This design comes from an exercise in tuning for small area and a short achievable clock period on the open sky130 flow, not from production work. RTL that was checked went through simulation tests only; none was proved equivalent to the original. Function not checked in run 1: the RTL went through the layout flow alone. Power is estimated from default activity; no workload was simulated.

==> design/flow/design.v <==
module adder #(
    parameter N = 512,
    parameter p = 512'h65b48e8f740f89bffc8ab0d15e3e4c4ab42d083aedc88c425afbfcc69322c9cda7aac6c567f35507516730cc1f0b4f25c2721bf457aca8351b81b90533c6c87b,
    parameter word_size = 32,
    parameter chunks = N/word_size
    ) (
    input clk,
    input rst,
    input c_in,
    input wire [N-1:0] X, Y,
    output wire [N:0] Z,
    output reg done
);
reg state;
reg [511:0] bs;    
reg [127:0] bg;    
reg cr;           
reg [512:0] zr;
assign Z = zr;
always @(posedge clk) begin
    if (rst) begin
        state <= 1'b0;
        done <= 1'b0;
    end else begin
        state <= 1'b1;
        done <= state;
    end
end
integer i;
wire [511:0] ic;    
wire [511:0] isum;
wire [127:0] icout;
genvar b;
generate for (b = 0; b < 512; b = b + 1) begin : ib
    if (b % 4 == 0) begin
        assign isum[b] = X[b] ^ Y[b];
        assign ic[b] = X[b] & Y[b];
    end else begin
        assign isum[b] = X[b] ^ Y[b] ^ ic[b-1];
        assign ic[b] = (X[b] & Y[b]) | (ic[b-1] & (X[b] ^ Y[b]));
    end
    if (b % 4 == 3) assign icout[b/4] = ic[b];
end endgenerate
always @(posedge clk) begin
    cr <= c_in;
    bs <= isum;
    bg <= icout;
end
wire [127:0] bp;
genvar j;
generate for (j = 0; j < 128; j = j + 1) begin : gp
    assign bp[j] = &bs[4*j +: 4];
end endgenerate
wire g0c = bg[0] | (bp[0] & cr);
wire pg1;
wire pg2;
wire pp2;
wire pg3;
wire pp3;
wire pg4;
wire pp4;
wire pg5;
wire pp5;
wire pg6;
wire pp6;
wire pg7;
wire pp7;
wire pg8;
wire pp8;
wire pg9;
wire pp9;
wire pg10;
wire pp10;
wire pg11;
wire pp11;
wire pg12;
wire pp12;
wire pg13;
wire pp13;
wire pg14;
wire pp14;
wire pg15;
wire pp15;
wire pg16;
wire pp16;
wire pg17;
wire pp17;
wire pg18;
wire pp18;
wire pg19;
wire pp19;
wire pg20;
wire pp20;
wire pg21;
wire pp21;
wire pg22;
wire pp22;
wire pg23;
wire pp23;
wire pg24;
wire pp24;
wire pg25;
wire pp25;
wire pg26;
wire pp26;
wire pg27;
wire pp27;
wire pg28;
wire pp28;
wire pg29;
wire pp29;
wire pg30;
wire pp30;
wire pg31;
wire pp31;
wire pg32;
wire pp32;
wire pg33;
wire pp33;
wire pg34;
wire pp34;
wire pg35;
wire pp35;
wire pg36;
wire pp36;
wire pg37;
wire pp37;
wire pg38;
wire pp38;
wire pg39;
wire pp39;
wire pg40;
wire pp40;
wire pg41;
wire pp41;
wire pg42;
wire pp42;
wire pg43;
wire pp43;
wire pg44;
wire pp44;
wire pg45;
wire pp45;
wire pg46;
wire pp46;
wire pg47;
wire pp47;
wire pg48;
wire pp48;
wire pg49;
wire pp49;
wire pg50;
wire pp50;
wire pg51;
wire pp51;
wire pg52;
wire pp52;
wire pg53;
wire pp53;
wire pg54;
wire pp54;
wire pg55;
wire pp55;
wire pg56;
wire pp56;
wire pg57;
wire pp57;
wire pg58;
wire pp58;
wire pg59;
wire pp59;
wire pg60;
wire pp60;
wire pg61;
wire pp61;
wire pg62;
wire pp62;
wire pg63;
wire pp63;
wire pg64;
wire pp64;
wire pg65;
wire pg66;
wire pp66;
wire pg67;
wire pp67;
wire pg68;
wire pp68;
wire pg69;
wire pp69;
wire pg70;
wire pp70;
wire pg71;
wire pp71;
wire pg72;
wire pp72;
wire pg73;
wire pp73;
wire pg74;
wire pp74;
wire pg75;
wire pp75;
wire pg76;
wire pp76;
wire pg77;
wire pp77;
wire pg78;
wire pp78;
wire pg79;
wire pp79;
wire pg80;
wire pp80;
wire pg81;
wire pp81;
wire pg82;
wire pp82;
wire pg83;
wire pp83;
wire pg84;
wire pp84;
wire pg85;
wire pp85;
wire pg86;
wire pp86;
wire pg87;
wire pp87;
wire pg88;
wire pp88;
wire pg89;
wire pp89;
wire pg90;
wire pp90;
wire pg91;
wire pp91;
wire pg92;
wire pp92;
wire pg93;
wire pp93;
wire pg94;
wire pp94;
wire pg95;
wire pp95;
wire pg96;
wire pp96;
wire pg97;
wire pp97;
wire pg98;
wire pp98;
wire pg99;
wire pp99;
wire pg100;
wire pp100;
wire pg101;
wire pp101;
wire pg102;
wire pp102;
wire pg103;
wire pp103;
wire pg104;
wire pp104;
wire pg105;
wire pp105;
wire pg106;
wire pp106;
wire pg107;
wire pp107;
wire pg108;
wire pp108;
wire pg109;
wire pp109;
wire pg110;
wire pp110;
wire pg111;
wire pp111;
wire pg112;
wire pp112;
wire pg113;
wire pp113;
wire pg114;
wire pp114;
wire pg115;
wire pp115;
wire pg116;
wire pp116;
wire pg117;
wire pp117;
wire pg118;
wire pp118;
wire pg119;
wire pp119;
wire pg120;
wire pp120;
wire pg121;
wire pp121;
wire pg122;
wire pp122;
wire pg123;
wire pp123;
wire pg124;
wire pp124;
wire pg125;
wire pp125;
wire pg126;
wire pp126;
wire pg127;
wire pp127;
wire pg128;
wire pg129;
wire pg130;
wire pp130;
wire pg131;
wire pp131;
wire pg132;
wire pp132;
wire pg133;
wire pp133;
wire pg134;
wire pp134;
wire pg135;
wire pp135;
wire pg136;
wire pp136;
wire pg137;
wire pp137;
wire pg138;
wire pp138;
wire pg139;
wire pp139;
wire pg140;
wire pp140;
wire pg141;
wire pp141;
wire pg142;
wire pp142;
wire pg143;
wire pp143;
wire pg144;
wire pp144;
wire pg145;
wire pp145;
wire pg146;
wire pp146;
wire pg147;
wire pp147;
wire pg148;
wire pp148;
wire pg149;
wire pp149;
wire pg150;
wire pp150;
wire pg151;
wire pp151;
wire pg152;
wire pp152;
wire pg153;
wire pp153;
wire pg154;
wire pp154;
wire pg155;
wire pp155;
wire pg156;
wire pp156;
wire pg157;
wire pp157;
wire pg158;
wire pp158;
wire pg159;
wire pp159;
wire pg160;
wire pp160;
wire pg161;
wire pp161;
wire pg162;
wire pp162;
wire pg163;
wire pp163;
wire pg164;
wire pp164;
wire pg165;
wire pp165;
wire pg166;
wire pp166;
wire pg167;
wire pp167;
wire pg168;
wire pp168;
wire pg169;
wire pp169;
wire pg170;
wire pp170;
wire pg171;
wire pp171;
wire pg172;
wire pp172;
wire pg173;
wire pp173;
wire pg174;
wire pp174;
wire pg175;
wire pp175;
wire pg176;
wire pp176;
wire pg177;
wire pp177;
wire pg178;
wire pp178;
wire pg179;
wire pp179;
wire pg180;
wire pp180;
wire pg181;
wire pp181;
wire pg182;
wire pp182;
wire pg183;
wire pp183;
wire pg184;
wire pp184;
wire pg185;
wire pp185;
wire pg186;
wire pp186;
wire pg187;
wire pp187;
wire pg188;
wire pp188;
wire pg189;
wire pp189;
wire pg190;
wire pg191;
wire pg192;
wire pg193;
wire pg194;
wire pp194;
wire pg195;
wire pp195;
wire pg196;
wire pp196;
wire pg197;
wire pp197;
wire pg198;
wire pp198;
wire pg199;
wire pp199;
wire pg200;
wire pp200;
wire pg201;
wire pp201;
wire pg202;
wire pp202;
wire pg203;
wire pp203;
wire pg204;
wire pp204;
wire pg205;
wire pp205;
wire pg206;
wire pp206;
wire pg207;
wire pp207;
wire pg208;
wire pp208;
wire pg209;
wire pp209;
wire pg210;
wire pp210;
wire pg211;
wire pp211;
wire pg212;
wire pp212;
wire pg213;
wire pp213;
wire pg214;
wire pp214;
wire pg215;
wire pp215;
wire pg216;
wire pp216;
wire pg217;
wire pp217;
wire pg218;
wire pp218;
wire pg219;
wire pp219;
wire pg220;
wire pp220;
wire pg221;
wire pp221;
wire pg222;
wire pp222;
wire pg223;
wire pp223;
wire pg224;
wire pp224;
wire pg225;
wire pp225;
wire pg226;
wire pp226;
wire pg227;
wire pp227;
wire pg228;
wire pp228;
wire pg229;
wire pp229;
wire pg230;
wire pp230;
wire pg231;
wire pp231;
wire pg232;
wire pp232;
wire pg233;
wire pp233;
wire pg234;
wire pp234;
wire pg235;
wire pp235;
wire pg236;
wire pp236;
wire pg237;
wire pp237;
wire pg238;
wire pp238;
wire pg239;
wire pp239;
wire pg240;
wire pp240;
wire pg241;
wire pp241;
wire pg242;
wire pp242;
wire pg243;
wire pp243;
wire pg244;
wire pp244;
wire pg245;
wire pp245;
wire pg246;
wire pp246;
wire pg247;
wire pp247;
wire pg248;
wire pp248;
wire pg249;
wire pp249;
wire pg250;
wire pg251;
wire pg252;
wire pg253;
wire pg254;
wire pg255;
wire pg256;
wire pg257;
wire pg258;
wire pp258;
wire pg259;
wire pp259;
wire pg260;
wire pp260;
wire pg261;
wire pp261;
wire pg262;
wire pp262;
wire pg263;
wire pp263;
wire pg264;
wire pp264;
wire pg265;
wire pp265;
wire pg266;
wire pp266;
wire pg267;
wire pp267;
wire pg268;
wire pp268;
wire pg269;
wire pp269;
wire pg270;
wire pp270;
wire pg271;
wire pp271;
wire pg272;
wire pp272;
wire pg273;
wire pp273;
wire pg274;
wire pp274;
wire pg275;
wire pp275;
wire pg276;
wire pp276;
wire pg277;
wire pp277;
wire pg278;
wire pp278;
wire pg279;
wire pp279;
wire pg280;
wire pp280;
wire pg281;
wire pp281;
wire pg282;
wire pp282;
wire pg283;
wire pp283;
wire pg284;
wire pp284;
wire pg285;
wire pp285;
wire pg286;
wire pp286;
wire pg287;
wire pp287;
wire pg288;
wire pp288;
wire pg289;
wire pp289;
wire pg290;
wire pp290;
wire pg291;
wire pp291;
wire pg292;
wire pp292;
wire pg293;
wire pp293;
wire pg294;
wire pp294;
wire pg295;
wire pp295;
wire pg296;
wire pp296;
wire pg297;
wire pp297;
wire pg298;
wire pp298;
wire pg299;
wire pp299;
wire pg300;
wire pp300;
wire pg301;
wire pp301;
wire pg302;
wire pp302;
wire pg303;
wire pp303;
wire pg304;
wire pp304;
wire pg305;
wire pp305;
wire pg306;
wire pg307;
wire pg308;
wire pg309;
wire pg310;
wire pg311;
wire pg312;
wire pg313;
wire pg314;
wire pg315;
wire pg316;
wire pg317;
wire pg318;
wire pg319;
wire pg320;
wire pg321;
wire pg322;
wire pp322;
wire pg323;
wire pp323;
wire pg324;
wire pp324;
wire pg325;
wire pp325;
wire pg326;
wire pp326;
wire pg327;
wire pp327;
wire pg328;
wire pp328;
wire pg329;
wire pp329;
wire pg330;
wire pp330;
wire pg331;
wire pp331;
wire pg332;
wire pp332;
wire pg333;
wire pp333;
wire pg334;
wire pp334;
wire pg335;
wire pp335;
wire pg336;
wire pp336;
wire pg337;
wire pp337;
wire pg338;
wire pp338;
wire pg339;
wire pp339;
wire pg340;
wire pp340;
wire pg341;
wire pp341;
wire pg342;
wire pp342;
wire pg343;
wire pp343;
wire pg344;
wire pp344;
wire pg345;
wire pp345;
wire pg346;
wire pp346;
wire pg347;
wire pp347;
wire pg348;
wire pp348;
wire pg349;
wire pp349;
wire pg350;
wire pp350;
wire pg351;
wire pp351;
wire pg352;
wire pp352;
wire pg353;
wire pp353;
wire pg354;
wire pg355;
wire pg356;
wire pg357;
wire pg358;
wire pg359;
wire pg360;
wire pg361;
wire pg362;
wire pg363;
wire pg364;
wire pg365;
wire pg366;
wire pg367;
wire pg368;
wire pg369;
wire pg370;
wire pg371;
wire pg372;
wire pg373;
wire pg374;
wire pg375;
wire pg376;
wire pg377;
wire pg378;
wire pg379;
wire pg380;
wire pg381;
wire pg382;
wire pg383;
wire pg384;
wire pg385;
wire pg386;
wire pg387;
wire pg388;
wire pg389;
wire pg390;
wire pg391;
wire pg392;
wire pg393;
wire pg394;
wire pg395;
wire pg396;
wire pg397;
wire pg398;
wire pg399;
wire pg400;
wire pg401;
wire pg402;
wire pg403;
wire pg404;
wire pg405;
wire pg406;
wire pg407;
wire pg408;
wire pg409;
wire pg410;
wire pg411;
wire pg412;
wire pg413;
wire pg414;
wire pg415;
wire pg416;
wire pg417;
wire pg418;
wire pg419;
wire pg420;
wire pg421;
wire pg422;
wire pg423;
wire pg424;
wire pg425;
wire pg426;
wire pg427;
wire pg428;
wire pg429;
wire pg430;
wire pg431;
wire pg432;
wire pg433;
wire pg434;
wire pg435;
wire pg436;
wire pg437;
wire pg438;
wire pg439;
wire pg440;
wire pg441;
wire pg442;
wire pg443;
wire pg444;
wire pg445;
wire pg446;
wire pg447;
wire pg448;
assign pg1 = bg[1] | (bp[1] & g0c);
assign pg2 = bg[3] | (bp[3] & bg[2]);
assign pp2 = bp[3] & bp[2];
assign pg3 = bg[5] | (bp[5] & bg[4]);
assign pp3 = bp[5] & bp[4];
assign pg4 = bg[7] | (bp[7] & bg[6]);
assign pp4 = bp[7] & bp[6];
assign pg5 = bg[9] | (bp[9] & bg[8]);
assign pp5 = bp[9] & bp[8];
assign pg6 = bg[11] | (bp[11] & bg[10]);
assign pp6 = bp[11] & bp[10];
assign pg7 = bg[13] | (bp[13] & bg[12]);
assign pp7 = bp[13] & bp[12];
assign pg8 = bg[15] | (bp[15] & bg[14]);
assign pp8 = bp[15] & bp[14];
assign pg9 = bg[17] | (bp[17] & bg[16]);
assign pp9 = bp[17] & bp[16];
assign pg10 = bg[19] | (bp[19] & bg[18]);
assign pp10 = bp[19] & bp[18];
assign pg11 = bg[21] | (bp[21] & bg[20]);
assign pp11 = bp[21] & bp[20];
assign pg12 = bg[23] | (bp[23] & bg[22]);
assign pp12 = bp[23] & bp[22];
assign pg13 = bg[25] | (bp[25] & bg[24]);
assign pp13 = bp[25] & bp[24];
assign pg14 = bg[27] | (bp[27] & bg[26]);
assign pp14 = bp[27] & bp[26];
assign pg15 = bg[29] | (bp[29] & bg[28]);
assign pp15 = bp[29] & bp[28];
assign pg16 = bg[31] | (bp[31] & bg[30]);
assign pp16 = bp[31] & bp[30];
assign pg17 = bg[33] | (bp[33] & bg[32]);
assign pp17 = bp[33] & bp[32];
assign pg18 = bg[35] | (bp[35] & bg[34]);
assign pp18 = bp[35] & bp[34];
assign pg19 = bg[37] | (bp[37] & bg[36]);
assign pp19 = bp[37] & bp[36];
assign pg20 = bg[39] | (bp[39] & bg[38]);
assign pp20 = bp[39] & bp[38];
assign pg21 = bg[41] | (bp[41] & bg[40]);
assign pp21 = bp[41] & bp[40];
assign pg22 = bg[43] | (bp[43] & bg[42]);
assign pp22 = bp[43] & bp[42];
assign pg23 = bg[45] | (bp[45] & bg[44]);
assign pp23 = bp[45] & bp[44];
assign pg24 = bg[47] | (bp[47] & bg[46]);
assign pp24 = bp[47] & bp[46];
assign pg25 = bg[49] | (bp[49] & bg[48]);
assign pp25 = bp[49] & bp[48];
assign pg26 = bg[51] | (bp[51] & bg[50]);
assign pp26 = bp[51] & bp[50];
assign pg27 = bg[53] | (bp[53] & bg[52]);
assign pp27 = bp[53] & bp[52];
assign pg28 = bg[55] | (bp[55] & bg[54]);
assign pp28 = bp[55] & bp[54];
assign pg29 = bg[57] | (bp[57] & bg[56]);
assign pp29 = bp[57] & bp[56];
assign pg30 = bg[59] | (bp[59] & bg[58]);
assign pp30 = bp[59] & bp[58];
assign pg31 = bg[61] | (bp[61] & bg[60]);
assign pp31 = bp[61] & bp[60];
assign pg32 = bg[63] | (bp[63] & bg[62]);
assign pp32 = bp[63] & bp[62];
assign pg33 = bg[65] | (bp[65] & bg[64]);
assign pp33 = bp[65] & bp[64];
assign pg34 = bg[67] | (bp[67] & bg[66]);
assign pp34 = bp[67] & bp[66];
assign pg35 = bg[69] | (bp[69] & bg[68]);
assign pp35 = bp[69] & bp[68];
assign pg36 = bg[71] | (bp[71] & bg[70]);
assign pp36 = bp[71] & bp[70];
assign pg37 = bg[73] | (bp[73] & bg[72]);
assign pp37 = bp[73] & bp[72];
assign pg38 = bg[75] | (bp[75] & bg[74]);
assign pp38 = bp[75] & bp[74];
assign pg39 = bg[77] | (bp[77] & bg[76]);
assign pp39 = bp[77] & bp[76];
assign pg40 = bg[79] | (bp[79] & bg[78]);
assign pp40 = bp[79] & bp[78];
assign pg41 = bg[81] | (bp[81] & bg[80]);
assign pp41 = bp[81] & bp[80];
assign pg42 = bg[83] | (bp[83] & bg[82]);
assign pp42 = bp[83] & bp[82];
assign pg43 = bg[85] | (bp[85] & bg[84]);
assign pp43 = bp[85] & bp[84];
assign pg44 = bg[87] | (bp[87] & bg[86]);
assign pp44 = bp[87] & bp[86];
assign pg45 = bg[89] | (bp[89] & bg[88]);
assign pp45 = bp[89] & bp[88];
assign pg46 = bg[91] | (bp[91] & bg[90]);
assign pp46 = bp[91] & bp[90];
assign pg47 = bg[93] | (bp[93] & bg[92]);
assign pp47 = bp[93] & bp[92];
assign pg48 = bg[95] | (bp[95] & bg[94]);
assign pp48 = bp[95] & bp[94];
assign pg49 = bg[97] | (bp[97] & bg[96]);
assign pp49 = bp[97] & bp[96];
assign pg50 = bg[99] | (bp[99] & bg[98]);
assign pp50 = bp[99] & bp[98];
assign pg51 = bg[101] | (bp[101] & bg[100]);
assign pp51 = bp[101] & bp[100];
assign pg52 = bg[103] | (bp[103] & bg[102]);
assign pp52 = bp[103] & bp[102];
assign pg53 = bg[105] | (bp[105] & bg[104]);
assign pp53 = bp[105] & bp[104];
assign pg54 = bg[107] | (bp[107] & bg[106]);
assign pp54 = bp[107] & bp[106];
assign pg55 = bg[109] | (bp[109] & bg[108]);
assign pp55 = bp[109] & bp[108];
assign pg56 = bg[111] | (bp[111] & bg[110]);
assign pp56 = bp[111] & bp[110];
assign pg57 = bg[113] | (bp[113] & bg[112]);
assign pp57 = bp[113] & bp[112];
assign pg58 = bg[115] | (bp[115] & bg[114]);
assign pp58 = bp[115] & bp[114];
assign pg59 = bg[117] | (bp[117] & bg[116]);
assign pp59 = bp[117] & bp[116];
assign pg60 = bg[119] | (bp[119] & bg[118]);
assign pp60 = bp[119] & bp[118];
assign pg61 = bg[121] | (bp[121] & bg[120]);
assign pp61 = bp[121] & bp[120];
assign pg62 = bg[123] | (bp[123] & bg[122]);
assign pp62 = bp[123] & bp[122];
assign pg63 = bg[125] | (bp[125] & bg[124]);
assign pp63 = bp[125] & bp[124];
assign pg64 = bg[127] | (bp[127] & bg[126]);
assign pp64 = bp[127] & bp[126];
assign pg65 = pg2 | (pp2 & pg1);
assign pg66 = pg3 | (pp3 & pg2);
assign pp66 = pp3 & pp2;
assign pg67 = pg4 | (pp4 & pg3);
assign pp67 = pp4 & pp3;
assign pg68 = pg5 | (pp5 & pg4);
assign pp68 = pp5 & pp4;
assign pg69 = pg6 | (pp6 & pg5);
assign pp69 = pp6 & pp5;
assign pg70 = pg7 | (pp7 & pg6);
assign pp70 = pp7 & pp6;
assign pg71 = pg8 | (pp8 & pg7);
assign pp71 = pp8 & pp7;
assign pg72 = pg9 | (pp9 & pg8);
assign pp72 = pp9 & pp8;
assign pg73 = pg10 | (pp10 & pg9);
assign pp73 = pp10 & pp9;
assign pg74 = pg11 | (pp11 & pg10);
assign pp74 = pp11 & pp10;
assign pg75 = pg12 | (pp12 & pg11);
assign pp75 = pp12 & pp11;
assign pg76 = pg13 | (pp13 & pg12);
assign pp76 = pp13 & pp12;
assign pg77 = pg14 | (pp14 & pg13);
assign pp77 = pp14 & pp13;
assign pg78 = pg15 | (pp15 & pg14);
assign pp78 = pp15 & pp14;
assign pg79 = pg16 | (pp16 & pg15);
assign pp79 = pp16 & pp15;
assign pg80 = pg17 | (pp17 & pg16);
assign pp80 = pp17 & pp16;
assign pg81 = pg18 | (pp18 & pg17);
assign pp81 = pp18 & pp17;
assign pg82 = pg19 | (pp19 & pg18);
assign pp82 = pp19 & pp18;
assign pg83 = pg20 | (pp20 & pg19);
assign pp83 = pp20 & pp19;
assign pg84 = pg21 | (pp21 & pg20);
assign pp84 = pp21 & pp20;
assign pg85 = pg22 | (pp22 & pg21);
assign pp85 = pp22 & pp21;
assign pg86 = pg23 | (pp23 & pg22);
assign pp86 = pp23 & pp22;
assign pg87 = pg24 | (pp24 & pg23);
assign pp87 = pp24 & pp23;
assign pg88 = pg25 | (pp25 & pg24);
assign pp88 = pp25 & pp24;
assign pg89 = pg26 | (pp26 & pg25);
assign pp89 = pp26 & pp25;
assign pg90 = pg27 | (pp27 & pg26);
assign pp90 = pp27 & pp26;
assign pg91 = pg28 | (pp28 & pg27);
assign pp91 = pp28 & pp27;
assign pg92 = pg29 | (pp29 & pg28);
assign pp92 = pp29 & pp28;
assign pg93 = pg30 | (pp30 & pg29);
assign pp93 = pp30 & pp29;
assign pg94 = pg31 | (pp31 & pg30);
assign pp94 = pp31 & pp30;
assign pg95 = pg32 | (pp32 & pg31);
assign pp95 = pp32 & pp31;
assign pg96 = pg33 | (pp33 & pg32);
assign pp96 = pp33 & pp32;
assign pg97 = pg34 | (pp34 & pg33);
assign pp97 = pp34 & pp33;
assign pg98 = pg35 | (pp35 & pg34);
assign pp98 = pp35 & pp34;
assign pg99 = pg36 | (pp36 & pg35);
assign pp99 = pp36 & pp35;
assign pg100 = pg37 | (pp37 & pg36);
assign pp100 = pp37 & pp36;
assign pg101 = pg38 | (pp38 & pg37);
assign pp101 = pp38 & pp37;
assign pg102 = pg39 | (pp39 & pg38);
assign pp102 = pp39 & pp38;
assign pg103 = pg40 | (pp40 & pg39);
assign pp103 = pp40 & pp39;
assign pg104 = pg41 | (pp41 & pg40);
assign pp104 = pp41 & pp40;
assign pg105 = pg42 | (pp42 & pg41);
assign pp105 = pp42 & pp41;
assign pg106 = pg43 | (pp43 & pg42);
assign pp106 = pp43 & pp42;
assign pg107 = pg44 | (pp44 & pg43);
assign pp107 = pp44 & pp43;
assign pg108 = pg45 | (pp45 & pg44);
assign pp108 = pp45 & pp44;
assign pg109 = pg46 | (pp46 & pg45);
assign pp109 = pp46 & pp45;
assign pg110 = pg47 | (pp47 & pg46);
assign pp110 = pp47 & pp46;
assign pg111 = pg48 | (pp48 & pg47);
assign pp111 = pp48 & pp47;
assign pg112 = pg49 | (pp49 & pg48);
assign pp112 = pp49 & pp48;
assign pg113 = pg50 | (pp50 & pg49);
assign pp113 = pp50 & pp49;
assign pg114 = pg51 | (pp51 & pg50);
assign pp114 = pp51 & pp50;
assign pg115 = pg52 | (pp52 & pg51);
assign pp115 = pp52 & pp51;
assign pg116 = pg53 | (pp53 & pg52);
assign pp116 = pp53 & pp52;
assign pg117 = pg54 | (pp54 & pg53);
assign pp117 = pp54 & pp53;
assign pg118 = pg55 | (pp55 & pg54);
assign pp118 = pp55 & pp54;
assign pg119 = pg56 | (pp56 & pg55);
assign pp119 = pp56 & pp55;
assign pg120 = pg57 | (pp57 & pg56);
assign pp120 = pp57 & pp56;
assign pg121 = pg58 | (pp58 & pg57);
assign pp121 = pp58 & pp57;
assign pg122 = pg59 | (pp59 & pg58);
assign pp122 = pp59 & pp58;
assign pg123 = pg60 | (pp60 & pg59);
assign pp123 = pp60 & pp59;
assign pg124 = pg61 | (pp61 & pg60);
assign pp124 = pp61 & pp60;
assign pg125 = pg62 | (pp62 & pg61);
assign pp125 = pp62 & pp61;
assign pg126 = pg63 | (pp63 & pg62);
assign pp126 = pp63 & pp62;
assign pg127 = pg64 | (pp64 & pg63);
assign pp127 = pp64 & pp63;
assign pg128 = pg66 | (pp66 & pg1);
assign pg129 = pg67 | (pp67 & pg65);
assign pg130 = pg68 | (pp68 & pg66);
assign pp130 = pp68 & pp66;
assign pg131 = pg69 | (pp69 & pg67);
assign pp131 = pp69 & pp67;
assign pg132 = pg70 | (pp70 & pg68);
assign pp132 = pp70 & pp68;
assign pg133 = pg71 | (pp71 & pg69);
assign pp133 = pp71 & pp69;
assign pg134 = pg72 | (pp72 & pg70);
assign pp134 = pp72 & pp70;
assign pg135 = pg73 | (pp73 & pg71);
assign pp135 = pp73 & pp71;
assign pg136 = pg74 | (pp74 & pg72);
assign pp136 = pp74 & pp72;
assign pg137 = pg75 | (pp75 & pg73);
assign pp137 = pp75 & pp73;
assign pg138 = pg76 | (pp76 & pg74);
assign pp138 = pp76 & pp74;
assign pg139 = pg77 | (pp77 & pg75);
assign pp139 = pp77 & pp75;
assign pg140 = pg78 | (pp78 & pg76);
assign pp140 = pp78 & pp76;
assign pg141 = pg79 | (pp79 & pg77);
assign pp141 = pp79 & pp77;
assign pg142 = pg80 | (pp80 & pg78);
assign pp142 = pp80 & pp78;
assign pg143 = pg81 | (pp81 & pg79);
assign pp143 = pp81 & pp79;
assign pg144 = pg82 | (pp82 & pg80);
assign pp144 = pp82 & pp80;
assign pg145 = pg83 | (pp83 & pg81);
assign pp145 = pp83 & pp81;
assign pg146 = pg84 | (pp84 & pg82);
assign pp146 = pp84 & pp82;
assign pg147 = pg85 | (pp85 & pg83);
assign pp147 = pp85 & pp83;
assign pg148 = pg86 | (pp86 & pg84);
assign pp148 = pp86 & pp84;
assign pg149 = pg87 | (pp87 & pg85);
assign pp149 = pp87 & pp85;
assign pg150 = pg88 | (pp88 & pg86);
assign pp150 = pp88 & pp86;
assign pg151 = pg89 | (pp89 & pg87);
assign pp151 = pp89 & pp87;
assign pg152 = pg90 | (pp90 & pg88);
assign pp152 = pp90 & pp88;
assign pg153 = pg91 | (pp91 & pg89);
assign pp153 = pp91 & pp89;
assign pg154 = pg92 | (pp92 & pg90);
assign pp154 = pp92 & pp90;
assign pg155 = pg93 | (pp93 & pg91);
assign pp155 = pp93 & pp91;
assign pg156 = pg94 | (pp94 & pg92);
assign pp156 = pp94 & pp92;
assign pg157 = pg95 | (pp95 & pg93);
assign pp157 = pp95 & pp93;
assign pg158 = pg96 | (pp96 & pg94);
assign pp158 = pp96 & pp94;
assign pg159 = pg97 | (pp97 & pg95);
assign pp159 = pp97 & pp95;
assign pg160 = pg98 | (pp98 & pg96);
assign pp160 = pp98 & pp96;
assign pg161 = pg99 | (pp99 & pg97);
assign pp161 = pp99 & pp97;
assign pg162 = pg100 | (pp100 & pg98);
assign pp162 = pp100 & pp98;
assign pg163 = pg101 | (pp101 & pg99);
assign pp163 = pp101 & pp99;
assign pg164 = pg102 | (pp102 & pg100);
assign pp164 = pp102 & pp100;
assign pg165 = pg103 | (pp103 & pg101);
assign pp165 = pp103 & pp101;
assign pg166 = pg104 | (pp104 & pg102);
assign pp166 = pp104 & pp102;
assign pg167 = pg105 | (pp105 & pg103);
assign pp167 = pp105 & pp103;
assign pg168 = pg106 | (pp106 & pg104);
assign pp168 = pp106 & pp104;
assign pg169 = pg107 | (pp107 & pg105);
assign pp169 = pp107 & pp105;
assign pg170 = pg108 | (pp108 & pg106);
assign pp170 = pp108 & pp106;
assign pg171 = pg109 | (pp109 & pg107);
assign pp171 = pp109 & pp107;
assign pg172 = pg110 | (pp110 & pg108);
assign pp172 = pp110 & pp108;
assign pg173 = pg111 | (pp111 & pg109);
assign pp173 = pp111 & pp109;
assign pg174 = pg112 | (pp112 & pg110);
assign pp174 = pp112 & pp110;
assign pg175 = pg113 | (pp113 & pg111);
assign pp175 = pp113 & pp111;
assign pg176 = pg114 | (pp114 & pg112);
assign pp176 = pp114 & pp112;
assign pg177 = pg115 | (pp115 & pg113);
assign pp177 = pp115 & pp113;
assign pg178 = pg116 | (pp116 & pg114);
assign pp178 = pp116 & pp114;
assign pg179 = pg117 | (pp117 & pg115);
assign pp179 = pp117 & pp115;
assign pg180 = pg118 | (pp118 & pg116);
assign pp180 = pp118 & pp116;
assign pg181 = pg119 | (pp119 & pg117);
assign pp181 = pp119 & pp117;
assign pg182 = pg120 | (pp120 & pg118);
assign pp182 = pp120 & pp118;
assign pg183 = pg121 | (pp121 & pg119);
assign pp183 = pp121 & pp119;
assign pg184 = pg122 | (pp122 & pg120);
assign pp184 = pp122 & pp120;
assign pg185 = pg123 | (pp123 & pg121);
assign pp185 = pp123 & pp121;
assign pg186 = pg124 | (pp124 & pg122);
assign pp186 = pp124 & pp122;
assign pg187 = pg125 | (pp125 & pg123);
assign pp187 = pp125 & pp123;
assign pg188 = pg126 | (pp126 & pg124);
assign pp188 = pp126 & pp124;
assign pg189 = pg127 | (pp127 & pg125);
assign pp189 = pp127 & pp125;
assign pg190 = pg130 | (pp130 & pg1);
assign pg191 = pg131 | (pp131 & pg65);
assign pg192 = pg132 | (pp132 & pg128);
assign pg193 = pg133 | (pp133 & pg129);
assign pg194 = pg134 | (pp134 & pg130);
assign pp194 = pp134 & pp130;
assign pg195 = pg135 | (pp135 & pg131);
assign pp195 = pp135 & pp131;
assign pg196 = pg136 | (pp136 & pg132);
assign pp196 = pp136 & pp132;
assign pg197 = pg137 | (pp137 & pg133);
assign pp197 = pp137 & pp133;
assign pg198 = pg138 | (pp138 & pg134);
assign pp198 = pp138 & pp134;
assign pg199 = pg139 | (pp139 & pg135);
assign pp199 = pp139 & pp135;
assign pg200 = pg140 | (pp140 & pg136);
assign pp200 = pp140 & pp136;
assign pg201 = pg141 | (pp141 & pg137);
assign pp201 = pp141 & pp137;
assign pg202 = pg142 | (pp142 & pg138);
assign pp202 = pp142 & pp138;
assign pg203 = pg143 | (pp143 & pg139);
assign pp203 = pp143 & pp139;
assign pg204 = pg144 | (pp144 & pg140);
assign pp204 = pp144 & pp140;
assign pg205 = pg145 | (pp145 & pg141);
assign pp205 = pp145 & pp141;
assign pg206 = pg146 | (pp146 & pg142);
assign pp206 = pp146 & pp142;
assign pg207 = pg147 | (pp147 & pg143);
assign pp207 = pp147 & pp143;
assign pg208 = pg148 | (pp148 & pg144);
assign pp208 = pp148 & pp144;
assign pg209 = pg149 | (pp149 & pg145);
assign pp209 = pp149 & pp145;
assign pg210 = pg150 | (pp150 & pg146);
assign pp210 = pp150 & pp146;
assign pg211 = pg151 | (pp151 & pg147);
assign pp211 = pp151 & pp147;
assign pg212 = pg152 | (pp152 & pg148);
assign pp212 = pp152 & pp148;
assign pg213 = pg153 | (pp153 & pg149);
assign pp213 = pp153 & pp149;
assign pg214 = pg154 | (pp154 & pg150);
assign pp214 = pp154 & pp150;
assign pg215 = pg155 | (pp155 & pg151);
assign pp215 = pp155 & pp151;
assign pg216 = pg156 | (pp156 & pg152);
assign pp216 = pp156 & pp152;
assign pg217 = pg157 | (pp157 & pg153);
assign pp217 = pp157 & pp153;
assign pg218 = pg158 | (pp158 & pg154);
assign pp218 = pp158 & pp154;
assign pg219 = pg159 | (pp159 & pg155);
assign pp219 = pp159 & pp155;
assign pg220 = pg160 | (pp160 & pg156);
assign pp220 = pp160 & pp156;
assign pg221 = pg161 | (pp161 & pg157);
assign pp221 = pp161 & pp157;
assign pg222 = pg162 | (pp162 & pg158);
assign pp222 = pp162 & pp158;
assign pg223 = pg163 | (pp163 & pg159);
assign pp223 = pp163 & pp159;
assign pg224 = pg164 | (pp164 & pg160);
assign pp224 = pp164 & pp160;
assign pg225 = pg165 | (pp165 & pg161);
assign pp225 = pp165 & pp161;
assign pg226 = pg166 | (pp166 & pg162);
assign pp226 = pp166 & pp162;
assign pg227 = pg167 | (pp167 & pg163);
assign pp227 = pp167 & pp163;
assign pg228 = pg168 | (pp168 & pg164);
assign pp228 = pp168 & pp164;
assign pg229 = pg169 | (pp169 & pg165);
assign pp229 = pp169 & pp165;
assign pg230 = pg170 | (pp170 & pg166);
assign pp230 = pp170 & pp166;
assign pg231 = pg171 | (pp171 & pg167);
assign pp231 = pp171 & pp167;
assign pg232 = pg172 | (pp172 & pg168);
assign pp232 = pp172 & pp168;
assign pg233 = pg173 | (pp173 & pg169);
assign pp233 = pp173 & pp169;
assign pg234 = pg174 | (pp174 & pg170);
assign pp234 = pp174 & pp170;
assign pg235 = pg175 | (pp175 & pg171);
assign pp235 = pp175 & pp171;
assign pg236 = pg176 | (pp176 & pg172);
assign pp236 = pp176 & pp172;
assign pg237 = pg177 | (pp177 & pg173);
assign pp237 = pp177 & pp173;
assign pg238 = pg178 | (pp178 & pg174);
assign pp238 = pp178 & pp174;
assign pg239 = pg179 | (pp179 & pg175);
assign pp239 = pp179 & pp175;
assign pg240 = pg180 | (pp180 & pg176);
assign pp240 = pp180 & pp176;
assign pg241 = pg181 | (pp181 & pg177);
assign pp241 = pp181 & pp177;
assign pg242 = pg182 | (pp182 & pg178);
assign pp242 = pp182 & pp178;
assign pg243 = pg183 | (pp183 & pg179);
assign pp243 = pp183 & pp179;
assign pg244 = pg184 | (pp184 & pg180);
assign pp244 = pp184 & pp180;
assign pg245 = pg185 | (pp185 & pg181);
assign pp245 = pp185 & pp181;
assign pg246 = pg186 | (pp186 & pg182);
assign pp246 = pp186 & pp182;
assign pg247 = pg187 | (pp187 & pg183);
assign pp247 = pp187 & pp183;
assign pg248 = pg188 | (pp188 & pg184);
assign pp248 = pp188 & pp184;
assign pg249 = pg189 | (pp189 & pg185);
assign pp249 = pp189 & pp185;
assign pg250 = pg194 | (pp194 & pg1);
assign pg251 = pg195 | (pp195 & pg65);
assign pg252 = pg196 | (pp196 & pg128);
assign pg253 = pg197 | (pp197 & pg129);
assign pg254 = pg198 | (pp198 & pg190);
assign pg255 = pg199 | (pp199 & pg191);
assign pg256 = pg200 | (pp200 & pg192);
assign pg257 = pg201 | (pp201 & pg193);
assign pg258 = pg202 | (pp202 & pg194);
assign pp258 = pp202 & pp194;
assign pg259 = pg203 | (pp203 & pg195);
assign pp259 = pp203 & pp195;
assign pg260 = pg204 | (pp204 & pg196);
assign pp260 = pp204 & pp196;
assign pg261 = pg205 | (pp205 & pg197);
assign pp261 = pp205 & pp197;
assign pg262 = pg206 | (pp206 & pg198);
assign pp262 = pp206 & pp198;
assign pg263 = pg207 | (pp207 & pg199);
assign pp263 = pp207 & pp199;
assign pg264 = pg208 | (pp208 & pg200);
assign pp264 = pp208 & pp200;
assign pg265 = pg209 | (pp209 & pg201);
assign pp265 = pp209 & pp201;
assign pg266 = pg210 | (pp210 & pg202);
assign pp266 = pp210 & pp202;
assign pg267 = pg211 | (pp211 & pg203);
assign pp267 = pp211 & pp203;
assign pg268 = pg212 | (pp212 & pg204);
assign pp268 = pp212 & pp204;
assign pg269 = pg213 | (pp213 & pg205);
assign pp269 = pp213 & pp205;
assign pg270 = pg214 | (pp214 & pg206);
assign pp270 = pp214 & pp206;
assign pg271 = pg215 | (pp215 & pg207);
assign pp271 = pp215 & pp207;
assign pg272 = pg216 | (pp216 & pg208);
assign pp272 = pp216 & pp208;
assign pg273 = pg217 | (pp217 & pg209);
assign pp273 = pp217 & pp209;
assign pg274 = pg218 | (pp218 & pg210);
assign pp274 = pp218 & pp210;
assign pg275 = pg219 | (pp219 & pg211);
assign pp275 = pp219 & pp211;
assign pg276 = pg220 | (pp220 & pg212);
assign pp276 = pp220 & pp212;
assign pg277 = pg221 | (pp221 & pg213);
assign pp277 = pp221 & pp213;
assign pg278 = pg222 | (pp222 & pg214);
assign pp278 = pp222 & pp214;
assign pg279 = pg223 | (pp223 & pg215);
assign pp279 = pp223 & pp215;
assign pg280 = pg224 | (pp224 & pg216);
assign pp280 = pp224 & pp216;
assign pg281 = pg225 | (pp225 & pg217);
assign pp281 = pp225 & pp217;
assign pg282 = pg226 | (pp226 & pg218);
assign pp282 = pp226 & pp218;
assign pg283 = pg227 | (pp227 & pg219);
assign pp283 = pp227 & pp219;
assign pg284 = pg228 | (pp228 & pg220);
assign pp284 = pp228 & pp220;
assign pg285 = pg229 | (pp229 & pg221);
assign pp285 = pp229 & pp221;
assign pg286 = pg230 | (pp230 & pg222);
assign pp286 = pp230 & pp222;
assign pg287 = pg231 | (pp231 & pg223);
assign pp287 = pp231 & pp223;
assign pg288 = pg232 | (pp232 & pg224);
assign pp288 = pp232 & pp224;
assign pg289 = pg233 | (pp233 & pg225);
assign pp289 = pp233 & pp225;
assign pg290 = pg234 | (pp234 & pg226);
assign pp290 = pp234 & pp226;
assign pg291 = pg235 | (pp235 & pg227);
assign pp291 = pp235 & pp227;
assign pg292 = pg236 | (pp236 & pg228);
assign pp292 = pp236 & pp228;
assign pg293 = pg237 | (pp237 & pg229);
assign pp293 = pp237 & pp229;
assign pg294 = pg238 | (pp238 & pg230);
assign pp294 = pp238 & pp230;
assign pg295 = pg239 | (pp239 & pg231);
assign pp295 = pp239 & pp231;
assign pg296 = pg240 | (pp240 & pg232);
assign pp296 = pp240 & pp232;
assign pg297 = pg241 | (pp241 & pg233);
assign pp297 = pp241 & pp233;
assign pg298 = pg242 | (pp242 & pg234);
assign pp298 = pp242 & pp234;
assign pg299 = pg243 | (pp243 & pg235);
assign pp299 = pp243 & pp235;
assign pg300 = pg244 | (pp244 & pg236);
assign pp300 = pp244 & pp236;
assign pg301 = pg245 | (pp245 & pg237);
assign pp301 = pp245 & pp237;
assign pg302 = pg246 | (pp246 & pg238);
assign pp302 = pp246 & pp238;
assign pg303 = pg247 | (pp247 & pg239);
assign pp303 = pp247 & pp239;
assign pg304 = pg248 | (pp248 & pg240);
assign pp304 = pp248 & pp240;
assign pg305 = pg249 | (pp249 & pg241);
assign pp305 = pp249 & pp241;
assign pg306 = pg258 | (pp258 & pg1);
assign pg307 = pg259 | (pp259 & pg65);
assign pg308 = pg260 | (pp260 & pg128);
assign pg309 = pg261 | (pp261 & pg129);
assign pg310 = pg262 | (pp262 & pg190);
assign pg311 = pg263 | (pp263 & pg191);
assign pg312 = pg264 | (pp264 & pg192);
assign pg313 = pg265 | (pp265 & pg193);
assign pg314 = pg266 | (pp266 & pg250);
assign pg315 = pg267 | (pp267 & pg251);
assign pg316 = pg268 | (pp268 & pg252);
assign pg317 = pg269 | (pp269 & pg253);
assign pg318 = pg270 | (pp270 & pg254);
assign pg319 = pg271 | (pp271 & pg255);
assign pg320 = pg272 | (pp272 & pg256);
assign pg321 = pg273 | (pp273 & pg257);
assign pg322 = pg274 | (pp274 & pg258);
assign pp322 = pp274 & pp258;
assign pg323 = pg275 | (pp275 & pg259);
assign pp323 = pp275 & pp259;
assign pg324 = pg276 | (pp276 & pg260);
assign pp324 = pp276 & pp260;
assign pg325 = pg277 | (pp277 & pg261);
assign pp325 = pp277 & pp261;
assign pg326 = pg278 | (pp278 & pg262);
assign pp326 = pp278 & pp262;
assign pg327 = pg279 | (pp279 & pg263);
assign pp327 = pp279 & pp263;
assign pg328 = pg280 | (pp280 & pg264);
assign pp328 = pp280 & pp264;
assign pg329 = pg281 | (pp281 & pg265);
assign pp329 = pp281 & pp265;
assign pg330 = pg282 | (pp282 & pg266);
assign pp330 = pp282 & pp266;
assign pg331 = pg283 | (pp283 & pg267);
assign pp331 = pp283 & pp267;
assign pg332 = pg284 | (pp284 & pg268);
assign pp332 = pp284 & pp268;
assign pg333 = pg285 | (pp285 & pg269);
assign pp333 = pp285 & pp269;
assign pg334 = pg286 | (pp286 & pg270);
assign pp334 = pp286 & pp270;
assign pg335 = pg287 | (pp287 & pg271);
assign pp335 = pp287 & pp271;
assign pg336 = pg288 | (pp288 & pg272);
assign pp336 = pp288 & pp272;
assign pg337 = pg289 | (pp289 & pg273);
assign pp337 = pp289 & pp273;
assign pg338 = pg290 | (pp290 & pg274);
assign pp338 = pp290 & pp274;
assign pg339 = pg291 | (pp291 & pg275);
assign pp339 = pp291 & pp275;
assign pg340 = pg292 | (pp292 & pg276);
assign pp340 = pp292 & pp276;
assign pg341 = pg293 | (pp293 & pg277);
assign pp341 = pp293 & pp277;
assign pg342 = pg294 | (pp294 & pg278);
assign pp342 = pp294 & pp278;
assign pg343 = pg295 | (pp295 & pg279);
assign pp343 = pp295 & pp279;
assign pg344 = pg296 | (pp296 & pg280);
assign pp344 = pp296 & pp280;
assign pg345 = pg297 | (pp297 & pg281);
assign pp345 = pp297 & pp281;
assign pg346 = pg298 | (pp298 & pg282);
assign pp346 = pp298 & pp282;
assign pg347 = pg299 | (pp299 & pg283);
assign pp347 = pp299 & pp283;
assign pg348 = pg300 | (pp300 & pg284);
assign pp348 = pp300 & pp284;
assign pg349 = pg301 | (pp301 & pg285);
assign pp349 = pp301 & pp285;
assign pg350 = pg302 | (pp302 & pg286);
assign pp350 = pp302 & pp286;
assign pg351 = pg303 | (pp303 & pg287);
assign pp351 = pp303 & pp287;
assign pg352 = pg304 | (pp304 & pg288);
assign pp352 = pp304 & pp288;
assign pg353 = pg305 | (pp305 & pg289);
assign pp353 = pp305 & pp289;
assign pg354 = pg322 | (pp322 & pg1);
assign pg355 = pg323 | (pp323 & pg65);
assign pg356 = pg324 | (pp324 & pg128);
assign pg357 = pg325 | (pp325 & pg129);
assign pg358 = pg326 | (pp326 & pg190);
assign pg359 = pg327 | (pp327 & pg191);
assign pg360 = pg328 | (pp328 & pg192);
assign pg361 = pg329 | (pp329 & pg193);
assign pg362 = pg330 | (pp330 & pg250);
assign pg363 = pg331 | (pp331 & pg251);
assign pg364 = pg332 | (pp332 & pg252);
assign pg365 = pg333 | (pp333 & pg253);
assign pg366 = pg334 | (pp334 & pg254);
assign pg367 = pg335 | (pp335 & pg255);
assign pg368 = pg336 | (pp336 & pg256);
assign pg369 = pg337 | (pp337 & pg257);
assign pg370 = pg338 | (pp338 & pg306);
assign pg371 = pg339 | (pp339 & pg307);
assign pg372 = pg340 | (pp340 & pg308);
assign pg373 = pg341 | (pp341 & pg309);
assign pg374 = pg342 | (pp342 & pg310);
assign pg375 = pg343 | (pp343 & pg311);
assign pg376 = pg344 | (pp344 & pg312);
assign pg377 = pg345 | (pp345 & pg313);
assign pg378 = pg346 | (pp346 & pg314);
assign pg379 = pg347 | (pp347 & pg315);
assign pg380 = pg348 | (pp348 & pg316);
assign pg381 = pg349 | (pp349 & pg317);
assign pg382 = pg350 | (pp350 & pg318);
assign pg383 = pg351 | (pp351 & pg319);
assign pg384 = pg352 | (pp352 & pg320);
assign pg385 = pg353 | (pp353 & pg321);
assign pg386 = bg[2] | (bp[2] & pg1);
assign pg387 = bg[4] | (bp[4] & pg65);
assign pg388 = bg[6] | (bp[6] & pg128);
assign pg389 = bg[8] | (bp[8] & pg129);
assign pg390 = bg[10] | (bp[10] & pg190);
assign pg391 = bg[12] | (bp[12] & pg191);
assign pg392 = bg[14] | (bp[14] & pg192);
assign pg393 = bg[16] | (bp[16] & pg193);
assign pg394 = bg[18] | (bp[18] & pg250);
assign pg395 = bg[20] | (bp[20] & pg251);
assign pg396 = bg[22] | (bp[22] & pg252);
assign pg397 = bg[24] | (bp[24] & pg253);
assign pg398 = bg[26] | (bp[26] & pg254);
assign pg399 = bg[28] | (bp[28] & pg255);
assign pg400 = bg[30] | (bp[30] & pg256);
assign pg401 = bg[32] | (bp[32] & pg257);
assign pg402 = bg[34] | (bp[34] & pg306);
assign pg403 = bg[36] | (bp[36] & pg307);
assign pg404 = bg[38] | (bp[38] & pg308);
assign pg405 = bg[40] | (bp[40] & pg309);
assign pg406 = bg[42] | (bp[42] & pg310);
assign pg407 = bg[44] | (bp[44] & pg311);
assign pg408 = bg[46] | (bp[46] & pg312);
assign pg409 = bg[48] | (bp[48] & pg313);
assign pg410 = bg[50] | (bp[50] & pg314);
assign pg411 = bg[52] | (bp[52] & pg315);
assign pg412 = bg[54] | (bp[54] & pg316);
assign pg413 = bg[56] | (bp[56] & pg317);
assign pg414 = bg[58] | (bp[58] & pg318);
assign pg415 = bg[60] | (bp[60] & pg319);
assign pg416 = bg[62] | (bp[62] & pg320);
assign pg417 = bg[64] | (bp[64] & pg321);
assign pg418 = bg[66] | (bp[66] & pg354);
assign pg419 = bg[68] | (bp[68] & pg355);
assign pg420 = bg[70] | (bp[70] & pg356);
assign pg421 = bg[72] | (bp[72] & pg357);
assign pg422 = bg[74] | (bp[74] & pg358);
assign pg423 = bg[76] | (bp[76] & pg359);
assign pg424 = bg[78] | (bp[78] & pg360);
assign pg425 = bg[80] | (bp[80] & pg361);
assign pg426 = bg[82] | (bp[82] & pg362);
assign pg427 = bg[84] | (bp[84] & pg363);
assign pg428 = bg[86] | (bp[86] & pg364);
assign pg429 = bg[88] | (bp[88] & pg365);
assign pg430 = bg[90] | (bp[90] & pg366);
assign pg431 = bg[92] | (bp[92] & pg367);
assign pg432 = bg[94] | (bp[94] & pg368);
assign pg433 = bg[96] | (bp[96] & pg369);
assign pg434 = bg[98] | (bp[98] & pg370);
assign pg435 = bg[100] | (bp[100] & pg371);
assign pg436 = bg[102] | (bp[102] & pg372);
assign pg437 = bg[104] | (bp[104] & pg373);
assign pg438 = bg[106] | (bp[106] & pg374);
assign pg439 = bg[108] | (bp[108] & pg375);
assign pg440 = bg[110] | (bp[110] & pg376);
assign pg441 = bg[112] | (bp[112] & pg377);
assign pg442 = bg[114] | (bp[114] & pg378);
assign pg443 = bg[116] | (bp[116] & pg379);
assign pg444 = bg[118] | (bp[118] & pg380);
assign pg445 = bg[120] | (bp[120] & pg381);
assign pg446 = bg[122] | (bp[122] & pg382);
assign pg447 = bg[124] | (bp[124] & pg383);
assign pg448 = bg[126] | (bp[126] & pg384);
wire [128:0] bc;
assign bc[0] = cr;
assign bc[1] = g0c;
assign bc[2] = pg1;
assign bc[3] = pg386;
assign bc[4] = pg65;
assign bc[5] = pg387;
assign bc[6] = pg128;
assign bc[7] = pg388;
assign bc[8] = pg129;
assign bc[9] = pg389;
assign bc[10] = pg190;
assign bc[11] = pg390;
assign bc[12] = pg191;
assign bc[13] = pg391;
assign bc[14] = pg192;
assign bc[15] = pg392;
assign bc[16] = pg193;
assign bc[17] = pg393;
assign bc[18] = pg250;
assign bc[19] = pg394;
assign bc[20] = pg251;
assign bc[21] = pg395;
assign bc[22] = pg252;
assign bc[23] = pg396;
assign bc[24] = pg253;
assign bc[25] = pg397;
assign bc[26] = pg254;
assign bc[27] = pg398;
assign bc[28] = pg255;
assign bc[29] = pg399;
assign bc[30] = pg256;
assign bc[31] = pg400;
assign bc[32] = pg257;
assign bc[33] = pg401;
assign bc[34] = pg306;
assign bc[35] = pg402;
assign bc[36] = pg307;
assign bc[37] = pg403;
assign bc[38] = pg308;
assign bc[39] = pg404;
assign bc[40] = pg309;
assign bc[41] = pg405;
assign bc[42] = pg310;
assign bc[43] = pg406;
assign bc[44] = pg311;
assign bc[45] = pg407;
assign bc[46] = pg312;
assign bc[47] = pg408;
assign bc[48] = pg313;
assign bc[49] = pg409;
assign bc[50] = pg314;
assign bc[51] = pg410;
assign bc[52] = pg315;
assign bc[53] = pg411;
assign bc[54] = pg316;
assign bc[55] = pg412;
assign bc[56] = pg317;
assign bc[57] = pg413;
assign bc[58] = pg318;
assign bc[59] = pg414;
assign bc[60] = pg319;
assign bc[61] = pg415;
assign bc[62] = pg320;
assign bc[63] = pg416;
assign bc[64] = pg321;
assign bc[65] = pg417;
assign bc[66] = pg354;
assign bc[67] = pg418;
assign bc[68] = pg355;
assign bc[69] = pg419;
assign bc[70] = pg356;
assign bc[71] = pg420;
assign bc[72] = pg357;
assign bc[73] = pg421;
assign bc[74] = pg358;
assign bc[75] = pg422;
assign bc[76] = pg359;
assign bc[77] = pg423;
assign bc[78] = pg360;
assign bc[79] = pg424;
assign bc[80] = pg361;
assign bc[81] = pg425;
assign bc[82] = pg362;
assign bc[83] = pg426;
assign bc[84] = pg363;
assign bc[85] = pg427;
assign bc[86] = pg364;
assign bc[87] = pg428;
assign bc[88] = pg365;
assign bc[89] = pg429;
assign bc[90] = pg366;
assign bc[91] = pg430;
assign bc[92] = pg367;
assign bc[93] = pg431;
assign bc[94] = pg368;
assign bc[95] = pg432;
assign bc[96] = pg369;
assign bc[97] = pg433;
assign bc[98] = pg370;
assign bc[99] = pg434;
assign bc[100] = pg371;
assign bc[101] = pg435;
assign bc[102] = pg372;
assign bc[103] = pg436;
assign bc[104] = pg373;
assign bc[105] = pg437;
assign bc[106] = pg374;
assign bc[107] = pg438;
assign bc[108] = pg375;
assign bc[109] = pg439;
assign bc[110] = pg376;
assign bc[111] = pg440;
assign bc[112] = pg377;
assign bc[113] = pg441;
assign bc[114] = pg378;
assign bc[115] = pg442;
assign bc[116] = pg379;
assign bc[117] = pg443;
assign bc[118] = pg380;
assign bc[119] = pg444;
assign bc[120] = pg381;
assign bc[121] = pg445;
assign bc[122] = pg382;
assign bc[123] = pg446;
assign bc[124] = pg383;
assign bc[125] = pg447;
assign bc[126] = pg384;
assign bc[127] = pg448;
assign bc[128] = pg385;
wire [511:0] oc;
wire [511:0] zsum;
generate for (b = 0; b < 512; b = b + 1) begin : ob
    if (b % 4 == 0) begin
        assign zsum[b] = bs[b] ^ bc[b/4];
        assign oc[b] = bs[b] & bc[b/4];
    end else begin
        assign zsum[b] = bs[b] ^ oc[b-1];
        assign oc[b] = bs[b] & oc[b-1];
    end
end endgenerate
always @(posedge clk) begin
    if (!done) zr <= {bc[128], zsum};
end
endmodule
==> design/flow/flow/run.sh <==
#!/bin/bash
# Own layout flow: the standard flow with the standard synthesis unchanged, and
#  - port buffers made from plain buffers (buf_1, resized later as timing needs) instead of the
#    default delay buffer,
#  - pins allowed on every routing track of the die's edge, so that the die can be small,
set -euo pipefail
MARGIN=${MARGIN:-6.5}
bash standard.sh \
  "BUFFER_PORTS_ARGS=-buffer_cell sky130_fd_sc_hd__buf_1" \
  "PLACE_PINS_ARGS=-min_distance 1 -min_distance_in_tracks" \
  "SETUP_SLACK_MARGIN=$MARGIN" \
  finish > standard.log 2>&1
==> design/flow/standard.sh <==
#!/bin/bash
# synth_recipe.tcl (not shown) runs the flow's synth.tcl, then flattens the netlist and writes it again
# the make line also repeats each setting of config.mk as NAME=value (left out here)
make -C /OpenROAD-flow-scripts/flow DESIGN_CONFIG=/design/flow/config.mk WORK_HOME=/design/flow/orfs CLKGATE_MAP_FILE= SYNTH_SCRIPT=/design/flow/synth_recipe.tcl "${@:-finish}"
==> design/flow/config.mk <==
export PLATFORM = sky130hd
export DESIGN_NAME = adder
export DESIGN_NICKNAME = adder
export VERILOG_FILES = /design/flow/design.v
export SDC_FILE = /design/flow/constraint.sdc
export NUM_CORES = 4
export LEC_CHECK = 0
export ABC_AREA = 1
export CAP_MARGIN = 20
export CORE_AREA = 10 10 370 370
export CTS_CLUSTER_DIAMETER = 80
export CTS_CLUSTER_SIZE = 30
export DIE_AREA = 0 0 380 380
export SLEW_MARGIN = 20
==> design/flow/constraint.sdc <==
create_clock -name core_clock -period 10.0 [get_ports {clk}]
set_input_delay 2.0000 -clock core_clock [delete_from_list [all_inputs] [get_ports {clk}]]
set_output_delay 2.0000 -clock core_clock [all_outputs]
set_load 0.01 [all_outputs]
==> metrics.md, run 1 <==
| Metric | Value |
|---|---|
| Chip width | `380 µm` |
| Unrepaired setup endpoints after global routing | `yes` |
| Post-synth top area share | `a little over a quarter` |
| PnR worst setup slack | `6.521 ns` |
| Leakage | `roughly 33 nW` |
| CTS tree | `done` |
| Area delta synth->final | `18.21%` |
| Worst Setup End Kind | `primary output` |
| Core ar. | `0.1292 mm²` |
| Clock sink total | `about 1200` |
| Worst slew pin tran | `between 1 and 1.5 ns` |
| Initial Utilization | `43.63%` |
| Worst setup SP type | `flip-flop` |
| Hold Vio Cnt, Final | `0` |
| Synth area leaders | `edfxtp_1 (27%), dfxtp_1 (23%), fa_1 (14%), ha_1 (11%), inv_1 (11%)` |
| Delay-heaviest family, CP | `flip-flops` |
| Placed inst area | `0.06437 mm²` |
| Mapped Area | `0.05634 mm²` |
| Biggest area consumer among synthesized cells | `edfxtp_1` |
| Critical Path Fanout Max | `1` |
| Synth Warn # | `1` |
| Multi-input gate area | `0.02163 mm²` |
| H-tree Lvls | `2` |
| HPWL after detailed placement | `173.8 mm` |
| Worst R2R Start | `done$_SDFF_PP0_` |
| Synth top cells by count | `inv_1 (1650), nand2_1 (900), dfxtp_1 (643)` |
| Max IR drop VDD | `140.4 µV` |
| Fillers | `12076` |
| P_sw | `3.986 mW` |
| Routed length per instance | `22.56 µm` |
| Initial antenna violation count | `34` |
| Synth Flop Type | `dfxtp_1` |
| 1st-pass router iterations | `7` |
| Non-Filler Instances | `8722` |
| GPL Wtd Cong | `0.9908` |
| Nets | `8835` |
| Crit path launch | `zr[311]$_DFFE_PN_` |
| Worst stage delay on the critical path | `approximately 0.47 ns` |
| Max_slew headroom | `between 30% and 40%` |
| Worst skew pair latency | `0.71 ns` |
| Number of synthesized flops with an enable pin | `513` |
| Total power | `between 10 and 15 mW` |
| Worst hold-check path type | `reg2reg` |
| Count leader, synth | `inv_1` |
| CTS max path bufs | `3` |
| DRT iter0 DRCs | `2226` |
| Chip height | `380 µm` |
| Final wirelength | `196.8 mm` |
| Internal power | `roughly 8 mW` |
| Largest net degree at the start of global routing | `166` |
| Syn Area/Cell | `10.62 µm²` |
| Combinational group share of total power | `22.4%` |
| Clock transition at path regs | `about 0.11 ns` |
| Switching Share | `about 33%` |
| Synth Register Bits | `around 1200` |
| Vias in the first global route | `around 42000` |
| Grt ovf | `0` |
| Final worst-path cycle share | `34.79%` |
| Final Max Tran Viols | `0` |
| ANT nets after route | `0` |
| Crit Path Category | `reg2out` |
| Syn_nets | `7230` |
| Max Cap Viol | `0` |
| Vias post-DR | `39703` |
| DP Worst Slack | `6.326 ns` |
| Fmax | `approximately 0.29 GHz` |
| Hold path start | `state$_DFF_P_` |
| Slowest stage cell, crit path | `edfxtp_1` |
| Clk network pwr share | `around a quarter` |
| Clk root buf | `clkbuf_16` |
| Synth Instances | `5307` |
| Req. time, crit path | `8.00 ns` |
| Num CTS Buffers | `58` |
| Sequential share of the synthesized area | `50.19%` |
| Count of cell types in the netlist | `38` |
| Core Rows | `132` |
| Register share of total power | `52.6%` |
| Worst hold slack | `0.4023 ns` |
| Skew final | `0.04280 ns` |
| Setup_tns | `0 ns` |
| First-pass GRT wire length | `278.8 mm` |
| Tmin final | `3.479 ns` |
| Drt via density | `~4.6` |
| Storage element area | `0.02828 mm²` |
| Final Cell Area | `about 0.067 mm²` |
| Crit-path cells | `buf_1` |
| I/O pin total | `1541` |
| Pwr per Cell Area | `around 180 mW/mm²` |
| Worst EP arrival | `1.48 ns` |
| Synth async-reset ratio | `0%` |
| Tot GR Track Use | `26.48%` |
| Share of post-route cells with drive strength above 1 | `5.200%` |
| I/O Buffers | `1540` |
| DRC viols | `0` |
| Inst Count DP | `8594` |
| Buf+Inv Stages, Crit Path | `1` |
| Final Util | `51.57%` |
| Die area | `0.1444 mm²` |
| # setup viols final | `0` |
| Status | `complete, no violations` |
## worst paths after layout
| path | slack, ns | depth (start not counted) | to |
|---|---|---|---|
| setup reg to reg | 6.67 | 4 | zr[411]$_DFFE_PN_ |
| hold / removal | 0.40 | 2 | done$_SDFF_PP0_ |
| hold reg to reg | 0.40 | 2 | done$_SDFF_PP0_ |
| setup / recovery | 6.52 | 1 | Z[311] |
## state kept, by name (all words and copies together), names as in the netlist
signal,count
bg,128
cr,1
zr,513
done,1
state,1
bs,512
## layout by cell type, fill, tap and decap left out, types with 27 or more instances in the layout
cell type / n
a21oi_1: 50
buf_1: 1538
clkbuf_16: 64
dfxtp_1: 642
edfxtp_1: 513
fa_1: 384
ha_1: 512
inv_1: 1649
inv_2: 65
nand2_1: 900
nand2_2: 58
nor2_1: 188
nor2_2: 57
nor2_4: 27
xor2_1: 127
## layout make-up
cell class	instances	area share, %
sequential	1156	42.46
multi-input combinational	2434	32.48
inverter	1717	9.682
timing repair buffer	1545	8.777
tap	1742	3.272
clock buffer	75	2.467
clock inverter	35	0.7965
antenna	18	0.06763
## per-layer routing
layer / routed length (µm) / track usage, %
met5: 170 / 0
met4: 14420 / 16.53
met3: 16820 / 8.260
met2: 88680 / 42.10
met1: 76680 / 31.13
## what timing repair did
| action | CTS | global route |
|---|---|---|
| gates resized for setup | 0 | 4 |
| hold buffers | 0 | 0 |
| setup endpoints to repair | 0 | 5 |
| endpoints found under the hold margin | 0 | 0 |
| buffers inserted | 0 | 0 |
## power by group through the flow
stage	registers (mW)	logic, mW	clock network, mW
final	6.37	2.72	3.03
after global routing	6.45	2.98	3.26
after CTS	6.37	2.73	3.10
after detailed placement	6.47	2.71	0
after global placement	6.46	2.68	0
after floorplan	6.63	0.964	0
## cell families (layout without fill, tap and decap cells)
kind of cell	Yosys count	count (layout)	synth area share, %
buffers and inverters	1717	3372	11.44
XOR/XNOR	128	128	1.990
AO/OA/AOI/OAI	101	101	1.124
other	0	18	0
adder cells (fa/ha/maj)	896	896	25.01
flip-flops	1156	1156	50.19
AND/OR/NAND/NOR	1309	1309	10.25
==> run 2: changes to the inputs <==
--- a/design/flow/design.v
+++ b/design/flow/design.v
@@ -37,6 +37,5 @@
         assign ic[b] = X[b] & Y[b];
     end else begin
-        assign isum[b] = X[b] ^ Y[b] ^ ic[b-1];
-        assign ic[b] = (X[b] & Y[b]) | (ic[b-1] & (X[b] ^ Y[b]));
+        adder_fa fa (.a(X[b]), .b(Y[b]), .ci(ic[b-1]), .s(isum[b]), .co(ic[b]));
     end
     if (b % 4 == 3) assign icout[b/4] = ic[b];
@@ -1721,14 +1720,8 @@
 assign bc[127] = pg448;
 assign bc[128] = pg385;
-wire [511:0] oc;
 wire [511:0] zsum;
 generate for (b = 0; b < 512; b = b + 1) begin : ob
-    if (b % 4 == 0) begin
-        assign zsum[b] = bs[b] ^ bc[b/4];
-        assign oc[b] = bs[b] & bc[b/4];
-    end else begin
-        assign zsum[b] = bs[b] ^ oc[b-1];
-        assign oc[b] = bs[b] & oc[b-1];
-    end
+    if (b % 4 == 0) assign zsum[b] = bs[b] ^ bc[b/4];
+    else assign zsum[b] = bs[b] ^ (bc[b/4] & (&bs[b-1:b-(b%4)]));
 end endgenerate
 always @(posedge clk) begin
@@ -1736,2 +1729,5 @@
 end
 endmodule
+module adder_fa (input a, input b, input ci, output s, output co);
+assign {co, s} = a + b + ci;
+endmodule
--- a/design/flow/flow/run.sh
+++ b/design/flow/flow/run.sh
@@ -5,5 +5,5 @@
 #  - pins allowed on every routing track of the die's edge, so that the die can be small,
 set -euo pipefail
-MARGIN=${MARGIN:-6.5}
+MARGIN=${MARGIN:-6.8}
 bash standard.sh \
   "BUFFER_PORTS_ARGS=-buffer_cell sky130_fd_sc_hd__buf_1" \
--- a/design/flow/config.mk
+++ b/design/flow/config.mk
@@ -13,2 +13,4 @@
 export DIE_AREA = 0 0 380 380
 export SLEW_MARGIN = 20
+export SYNTH_HIERARCHICAL = 1
+export SYNTH_MINIMUM_KEEP_SIZE = 0
==> run 2 against run 1 <==
  * Flip-flop and latch count unchanged
  * Total power up 6.8%
  * Global-route usage down 0.16 points
  * First-iteration DRC count up 13%
  * Die area unchanged
  * Cell area up 0.71%
  * Critical path type unchanged
==> metrics.md, run 2 <==
| Metric | Value |
|---|---|
| Most frequent cells in the layout | `nand2_1 (1145), buf_1 (1027), dfxtp_1 (642)` |
| Worst hold slack | `0.4022 ns` |
| Biggest area consumer among synthesized cells | `edfxtp_1` |
| Fillers | `11718` |
| H-tree Lvls | `3` |
| Synth async-reset ratio | `0%` |
| Worst setup SP type | `flip-flop` |
| Crit path launch | `zr[323]$_DFFE_PN_` |
| Post-synth top area share | `28.55%` |
| Grt ovf | `0` |
| Final Cell Area | `0.06708 mm²` |
| Delay-heaviest family, CP | `flip-flops` |
| Worst EP arrival | `1.37 ns` |
| Critical Path Fanout Max | `1` |
| Critical path depth | `1` |
| Commonest non-fill, non-tap cell in the layout | `nand2_1` |
| RR Endpoint | `zr[333]$_DFFE_PN_` |
| Largest net degree at the start of global routing | `166` |
| Fmax | `0.2963 GHz` |
| CTS tree | `done` |
| 1st-pass router iterations | `6` |
| Storage element area | `0.02828 mm²` |
| Num CTS Buffers | `66` |
| Synth Instances | `between 4000 and 5000` |
| Internal power | `8.670 mW` |
| First-pass GRT wire length | `276.3 mm` |
| Synth Warn # | `7` |
| Sequential share of the synthesized area | `a little over half` |
| Status | `complete, no violations` |
| Clk root buf | `clkbuf_16` |
| Hold Buf Count CTS | `0` |
| DP Worst Slack | `6.189 ns` |
| Nets | `8121` |
| Area delta synth->final | `24.31%` |
| GPL Wtd Cong | `0.9567` |
| Final worst-path cycle share | `33.74%` |
| CP endpoint | `Z[323]` |
| Setup_tns | `0 ns` |
| Buf+Inv Stages, Crit Path | `1` |
| Drt via density | `4.769` |
| Initial antenna violation count | `23` |
| Syn Area/Cell | `around 11 µm²` |
| Worst slew pin tran | `~1.0 ns` |
| DRT iter0 DRCs | `2516` |
| Vias post-DR | `slightly below 40000` |
| Worst skew pair latency | `0.68 ns` |
| CTS max path bufs | `3` |
| Pwr per Cell Area | `192.9 mW/mm²` |
| Syn_nets | `6509` |
-- run 2: changes by cell type after synthesis, sizes merged, moves of 5 or more --
cell / before / now
clkinv: 2 / 7
a21oi: 50 / 113
ha: 512 / 256
a21o: 18 / 5
nor3: 7 / 28
o21ai: 12 / 18
nand2: 972 / 1314
xor2: 128 / 191
nand3: 28 / 139
inv: 1715 / 714
a31oi: 0 / 11
nand3b: 2 / 29
xnor2: 0 / 35
nor2: 273 / 389
-- run 2: power groups by stage --
stage                     Sequential [mW]  Clock [mW]  Combinational, mW
after floorplan                      6.61           0               1.09
after global placement               6.44           0               2.80
after detailed placement             6.46           0               2.83
after CTS                            6.38        3.38               3.12
after global routing                 6.49        3.55               3.47
final                                6.40        3.30               3.23
-- run 2: worst min-delay path by stage --
stage,slack (ns),end,startpoint
global placement,0.39,done$_SDFF_PP0_,state$_DFF_P_
detailed placement,0.39,done$_SDFF_PP0_,state$_DFF_P_
CTS,0.41,done$_SDFF_PP0_,state$_DFF_P_
global route,0.44,done$_SDFF_PP0_,state$_DFF_P_
floorplan,0.38,done$_SDFF_PP0_,state$_DFF_P_
finish,0.40,done$_SDFF_PP0_,state$_DFF_P_
-- run 2: stage by stage --
step,instances,util (%)
floorplan,4842,-
global placement,8128,48.26
detailed placement,8128,48.26
CTS,8247,51.43
global route,8255,51.93
finish,8260,51.94
-- run 2: what timing repair did --
item,CTS,global route
gates resized for setup,772,250
endpoints found under the hold margin,0,0
buffers inserted,0,0
endpoints found under the setup margin,656,523
-- run 2: per-module statistics from Yosys, one instance, submodules excluded --
module	flops+latches	copies in the design	area [µm²]	cells inside
adder	1156	1	46270	4458
adder_fa	0	384	20.02	1
-- run 2: cells by family after synthesis --
| family | after synthesis | share of synthesized area (%) |
|---|---|---|
| DFF | 1156 | 52.40 |
| xor gates and xnor gates | 226 | 3.668 |
| buffers and inverters | 721 | 5.015 |
| and+or+nand+nor | 1931 | 16.79 |
| adders and majority gates | 640 | 20.18 |
| AOI/OAI and AO/OA | 168 | 1.938 |
-- run 2: cell type report --
cell class,instances,area share (%)
clock buffer,69,2.511
antenna,13,0.04850
clock inverter,50,1.169
timing repair buffer,1544,12.00
multi-input combinational,2965,34.82
inverter,721,4.040
tap,1742,3.249
sequential,1156,42.16
-- run 2: metal layers --
metal / track usage [%] / routed length [µm]
met4: 19.57 / 16870
met1: 30.68 / 75100
met5: 0.06609 / 83
met3: 8.924 / 18070
met2: 40.15 / 85300

[re-timing with driven ports]
No port has a modelled driver above. Below, the same layouts with a new extraction and two added sets of constraints.
Step 1, drivers: a clkbuf_16 drives clk and a buf_2 each remaining input, both assumed.
Step 2 times the ports against the registers' clock, not the clock port: input delays grow and output delays shrink by t, the midpoint of the rising clock arrivals with the driver on.
Slacks: no drivers / after step 1 / after step 2; pairs: no drivers / after step 1.
run	t (ns)	slack for setup (ns)	latest minus earliest clock arrival (ns)	worst slew at a driven data input, ns
run 1	0.774	6.521 / 6.438 / 6.256	0.043 / 0.043	0.18
run 2	0.733	6.626 / 6.548 / 6.198	0.044 / 0.044	0.21
After both steps setup and hold are still met in every run listed. The setup slack of run 2, which loses most, moves by -0.078 ns with the drivers and by -0.428 ns with both steps.
